This is an optimization exercise on Yosys and OpenROAD, whose aim is small area, a short achievable clock period and few clock cycles per item, not a production implementation. In this exercise RTL edits were held to simulation tests only and were not proved equivalent to the original.

// top_module
module top_module (clk, rst, X, n, start, Y, valid, ready, overflow, error);
Settings: LEC_CHECK=0, ABC_AREA=1, CAP_MARGIN=20, CORE_MARGIN=2, CORE_UTILIZATION=25, SLEW_MARGIN=20; clock period 15.0 ns.
run.sh (not shown) runs the stock make flow with config.mk's settings and CLKGATE_MAP_FILE= SYNTH_SCRIPT=/design/flow/synth_recipe.tcl, a recipe that flattens the netlist after the stock synthesis.
The first run failed in global routing (GRT-0116).
Testbench counts at the start, summed over its fixed seeds: cycles 12,992, items 12,800.
Next try:
==> flow/flow/run.sh (new file) <==
#!/bin/bash
# Own flow: the standard layout, except that synthesis maps the logic
# with an area-oriented ABC script (flow/area.abc) instead of ORFS's speed
# script. Everything else (registers, flattening, renaming, floorplan, place,
# CTS, route) is the standard flow. Each tool's output goes to a log here.
set -euo pipefail
W=$(pwd)
mkdir -p own
# ORFS synth.tcl with the ABC script replaced
python3 - "$FLOW_HOME/scripts/synth.tcl" own/synth_mod.tcl <<'PY'
import sys
s = open(sys.argv[1]).read()
a = 'source $::env(SCRIPTS_DIR)/synth_preamble.tcl\n'
assert s.count(a) == 1, "synth_preamble anchor missing"
s = s.replace(a, a + 'set abc_args [lreplace $abc_args 1 1 $::env(MY_ABC_SCRIPT)]\n')
open(sys.argv[2], 'w').write(s)
PY
python3 - synth_recipe.tcl own/synth_recipe_mod.tcl "$W/own/synth_mod.tcl" <<'PY'
import sys
s = open(sys.argv[1]).read()
a = 'source $::env(SCRIPTS_DIR)/synth.tcl'
assert s.count(a) == 1, "synth_recipe anchor missing"
open(sys.argv[2], 'w').write(s.replace(a, 'source ' + sys.argv[3]))
PY
python3 - standard.sh own/standard_mod.sh "$W/own/synth_recipe_mod.tcl" <<'PY'
import sys, re
s = open(sys.argv[1]).read()
s2, k = re.subn(r'SYNTH_SCRIPT=\S+', 'SYNTH_SCRIPT=' + sys.argv[3], s)
assert k == 1, "SYNTH_SCRIPT not found in standard.sh"
open(sys.argv[2], 'w').write(s2)
PY
export MY_ABC_SCRIPT="$W/flow/area.abc"
bash own/standard_mod.sh finish > "$W/layout.log" 2>&1
==> flow/flow/area.abc (new file) <==
strash
dch
map -a
topo
==> flow/standard.sh (new file) <==
#!/bin/bash
# synth_recipe.tcl (not shown) runs the flow's synth.tcl, then flattens the netlist and writes it again
# the make line also repeats each setting of config.mk as NAME=value (left out here)
make -C /OpenROAD-flow-scripts/flow DESIGN_CONFIG=/design/flow/config.mk WORK_HOME=/design/flow/orfs CLKGATE_MAP_FILE= SYNTH_SCRIPT=/design/flow/synth_recipe.tcl "${@:-finish}"
ABC_AREA = default   (was 1)
CORE_UTILIZATION = 20   (was 25)
GPL_ROUTABILITY_DRIVEN = 1   (was default)
PLACE_DENSITY = 0.25   (was default)
removed: flow/run.sh
After rerunning: The changed run never finished: it broke off in global routing; area after synthesis falls by about a fifth; synthesized cell count falls by a quarter to a third.

* * *

Setup of v4:
Starting RTL as in the previous note.
export LEC_CHECK = 0
export CAP_MARGIN = 20
export CORE_MARGIN = 2
export CORE_UTILIZATION = 40
export SLEW_MARGIN = 20
create_clock -name core_clock -period 15.0 [get_ports {clk}]
standard.sh (not shown) runs the stock make flow with config.mk's settings and CLKGATE_MAP_FILE= SYNTH_SCRIPT=/design/flow/synth_recipe.tcl, a recipe that flattens the netlist after the stock synthesis.
==> flow/flow/run.sh <==
#!/bin/bash
# Own flow: the standard layout, except that synthesis maps the logic
# with an area-oriented ABC script (flow/area.abc) instead of ORFS's speed
# script. Everything else (registers, flattening, renaming, floorplan, place,
# CTS, route) is the standard flow. Each tool's output goes to a log here.
set -euo pipefail
W=$(pwd)
mkdir -p own
# ORFS synth.tcl with the ABC script replaced
python3 - "$FLOW_HOME/scripts/synth.tcl" own/synth_mod.tcl <<'PY'
import sys
s = open(sys.argv[1]).read()
a = 'source $::env(SCRIPTS_DIR)/synth_preamble.tcl\n'
assert s.count(a) == 1, "synth_preamble anchor missing"
s = s.replace(a, a + 'set abc_args [lreplace $abc_args 1 1 $::env(MY_ABC_SCRIPT)]\n')
open(sys.argv[2], 'w').write(s)
PY
python3 - synth_recipe.tcl own/synth_recipe_mod.tcl "$W/own/synth_mod.tcl" <<'PY'
import sys
s = open(sys.argv[1]).read()
a = 'source $::env(SCRIPTS_DIR)/synth.tcl'
assert s.count(a) == 1, "synth_recipe anchor missing"
open(sys.argv[2], 'w').write(s.replace(a, 'source ' + sys.argv[3]))
PY
python3 - standard.sh own/standard_mod.sh "$W/own/synth_recipe_mod.tcl" <<'PY'
import sys, re
s = open(sys.argv[1]).read()
s2, k = re.subn(r'SYNTH_SCRIPT=\S+', 'SYNTH_SCRIPT=' + sys.argv[3], s)
assert k == 1, "SYNTH_SCRIPT not found in standard.sh"
open(sys.argv[2], 'w').write(s2)
PY
export MY_ABC_SCRIPT="$W/flow/area.abc"
bash own/standard_mod.sh finish > "$W/layout.log" 2>&1
==> flow/flow/area.abc <==
strash
dch
map -a
topo
The log for v4 ends in global routing (5_1_grt) with error GRT-0116, so the run never completed.
Testbench counts of v4, summed over its fixed seeds: cycles 12,992, items 12,800.
Modified inputs, v12 compared to v4
# v4
export LEC_CHECK = 0
export CAP_MARGIN = 20
export CORE_MARGIN = 2
export CORE_UTILIZATION = 40
export SLEW_MARGIN = 20
create_clock -name core_clock -period 15.0 [get_ports {clk}]
# v12
export LEC_CHECK = 0
export CAP_MARGIN = 20
export CORE_MARGIN = 2
export CORE_UTILIZATION = 15
export GPL_ROUTABILITY_DRIVEN = 1
export PLACE_DENSITY = 0.3
export SLEW_MARGIN = 20
create_clock -name core_clock -period 15.0 [get_ports {clk}]
Results
v12 never completed; the flow aborted with a tool error in global routing (5_1_grt).
v4: it failed with a tool error in global routing (5_1_grt), so there are no final results.
In v12, the pre-CTS setup slack came out 1370 ps below the value in v4.
The gate count of the mapped netlist on v4 is in line with that on v12.
The row count reported for v12 is greater than that of v4 by about 60%.
v4 has lower standard cell area after detailed placement than v12.
Re average size of a mapped cell: no difference whatsoever between v12 and v4.
Input changes introduced in v19 (baseline for comparison: v12):
# v12
export LEC_CHECK = 0
export CAP_MARGIN = 20
export CORE_MARGIN = 2
export CORE_UTILIZATION = 15
export GPL_ROUTABILITY_DRIVEN = 1
export PLACE_DENSITY = 0.3
export SLEW_MARGIN = 20
create_clock -name core_clock -period 15.0 [get_ports {clk}]
# v19
export LEC_CHECK = 0
export ABC_AREA = 1
export CAP_MARGIN = 20
export CORE_MARGIN = 2
export CORE_UTILIZATION = 40
export SLEW_MARGIN = 20
create_clock -name core_clock -period 15.0 [get_ports {clk}]
==> flow/run.sh (new file) <==
#!/bin/bash
# synth_recipe.tcl (not shown) runs the flow's synth.tcl, then flattens the netlist and writes it again
# the make line also repeats each setting of config.mk as NAME=value (left out here)
make -C /OpenROAD-flow-scripts/flow DESIGN_CONFIG=/design/flow/config.mk WORK_HOME=/design/flow/orfs CLKGATE_MAP_FILE= SYNTH_SCRIPT=/design/flow/synth_recipe.tcl finish
removed: flow/flow/run.sh
removed: flow/flow/area.abc
removed: flow/standard.sh
==> notes.md <==
- Of v19 and v12, the run reporting the lower floorplan die height was v19.
- Looking at v19 and v12, the maximum number of buffers from clock root to sink is a wash.
- Diff v12 -> v19: gate count of the mapped netlist has increased; mean instance size in the synthesized netlist has decreased.
- Compared with v12, number of distinct library cell variants in the gate-level netlist after synthesis in v19 decreased by a few percent.
- Any difference in number of register bits inferred by synthesis between v19 and v12 is small enough to ignore.
- Share of synthesized cell area in and, or, nand and nor gates sits higher in v19 than in v12.
- v19 did not finish; a tool error ended it in global routing (5_1_grt).
[inputs] v14 vs v19
# v19
export LEC_CHECK = 0
export ABC_AREA = 1
export CAP_MARGIN = 20
export CORE_MARGIN = 2
export CORE_UTILIZATION = 40
export SLEW_MARGIN = 20
create_clock -name core_clock -period 15.0 [get_ports {clk}]
# v14
export LEC_CHECK = 0
export CAP_MARGIN = 20
export CORE_MARGIN = 2
export CORE_UTILIZATION = 18
export SLEW_MARGIN = 20
create_clock -name core_clock -period 15.0 [get_ports {clk}]
==> flow/flow/run.sh (new file) <==
#!/bin/bash
# Own flow: the standard layout, except that synthesis maps the logic
# with an area-oriented ABC script (flow/area.abc) instead of ORFS's speed
# script. Everything else (registers, flattening, renaming, floorplan, place,
# CTS, route) is the standard flow. Each tool's output goes to a log here.
set -euo pipefail
W=$(pwd)
mkdir -p own
# ORFS synth.tcl with the ABC script replaced
python3 - "$FLOW_HOME/scripts/synth.tcl" own/synth_mod.tcl <<'PY'
import sys
s = open(sys.argv[1]).read()
a = 'source $::env(SCRIPTS_DIR)/synth_preamble.tcl\n'
assert s.count(a) == 1, "synth_preamble anchor missing"
s = s.replace(a, a + 'set abc_args [lreplace $abc_args 1 1 $::env(MY_ABC_SCRIPT)]\n')
open(sys.argv[2], 'w').write(s)
PY
python3 - synth_recipe.tcl own/synth_recipe_mod.tcl "$W/own/synth_mod.tcl" <<'PY'
import sys
s = open(sys.argv[1]).read()
a = 'source $::env(SCRIPTS_DIR)/synth.tcl'
assert s.count(a) == 1, "synth_recipe anchor missing"
open(sys.argv[2], 'w').write(s.replace(a, 'source ' + sys.argv[3]))
PY
python3 - standard.sh own/standard_mod.sh "$W/own/synth_recipe_mod.tcl" <<'PY'
import sys, re
s = open(sys.argv[1]).read()
s2, k = re.subn(r'SYNTH_SCRIPT=\S+', 'SYNTH_SCRIPT=' + sys.argv[3], s)
assert k == 1, "SYNTH_SCRIPT not found in standard.sh"
open(sys.argv[2], 'w').write(s2)
PY
export MY_ABC_SCRIPT="$W/flow/area.abc"
bash own/standard_mod.sh finish > "$W/layout.log" 2>&1
==> flow/flow/area.abc (new file) <==
strash
dch
map -a
topo
==> flow/standard.sh (new file) <==
#!/bin/bash
# synth_recipe.tcl (not shown) runs the flow's synth.tcl, then flattens the netlist and writes it again
# the make line also repeats each setting of config.mk as NAME=value (left out here)
make -C /OpenROAD-flow-scripts/flow DESIGN_CONFIG=/design/flow/config.mk WORK_HOME=/design/flow/orfs CLKGATE_MAP_FILE= SYNTH_SCRIPT=/design/flow/synth_recipe.tcl "${@:-finish}"
removed: flow/run.sh
==> notes.md <==
FAIL for each of v19 and v14. v14 failed in global routing (5_1_grt) with GRT-0116. Compared with v19, v14 shows a lower pre-CTS setup slack. Final weighted congestion in routability-driven placement shrinks by more than 10% when moving from v19 to v14. Taking v19 as the reference, in v14 fraction of synthesized cell area in xor and xnor cells has remained practically unchanged, mean cell area of the mapped netlist went up by 13%, overall die width increased by 37% relative to the old numbers, synthesized cell count dropped 1,212. Post-cts repair resize count: v14 vs v19 identical. Cmp v19 and v14 / placement-stage cell area / lower: v19. Summary: area after synthesis, v14 better than v19. v14: sum of net half-perimeters after detailed placement higher than v19. Against v19 as the reference, v14 delivers a higher adder-cell share of the synthesized area.
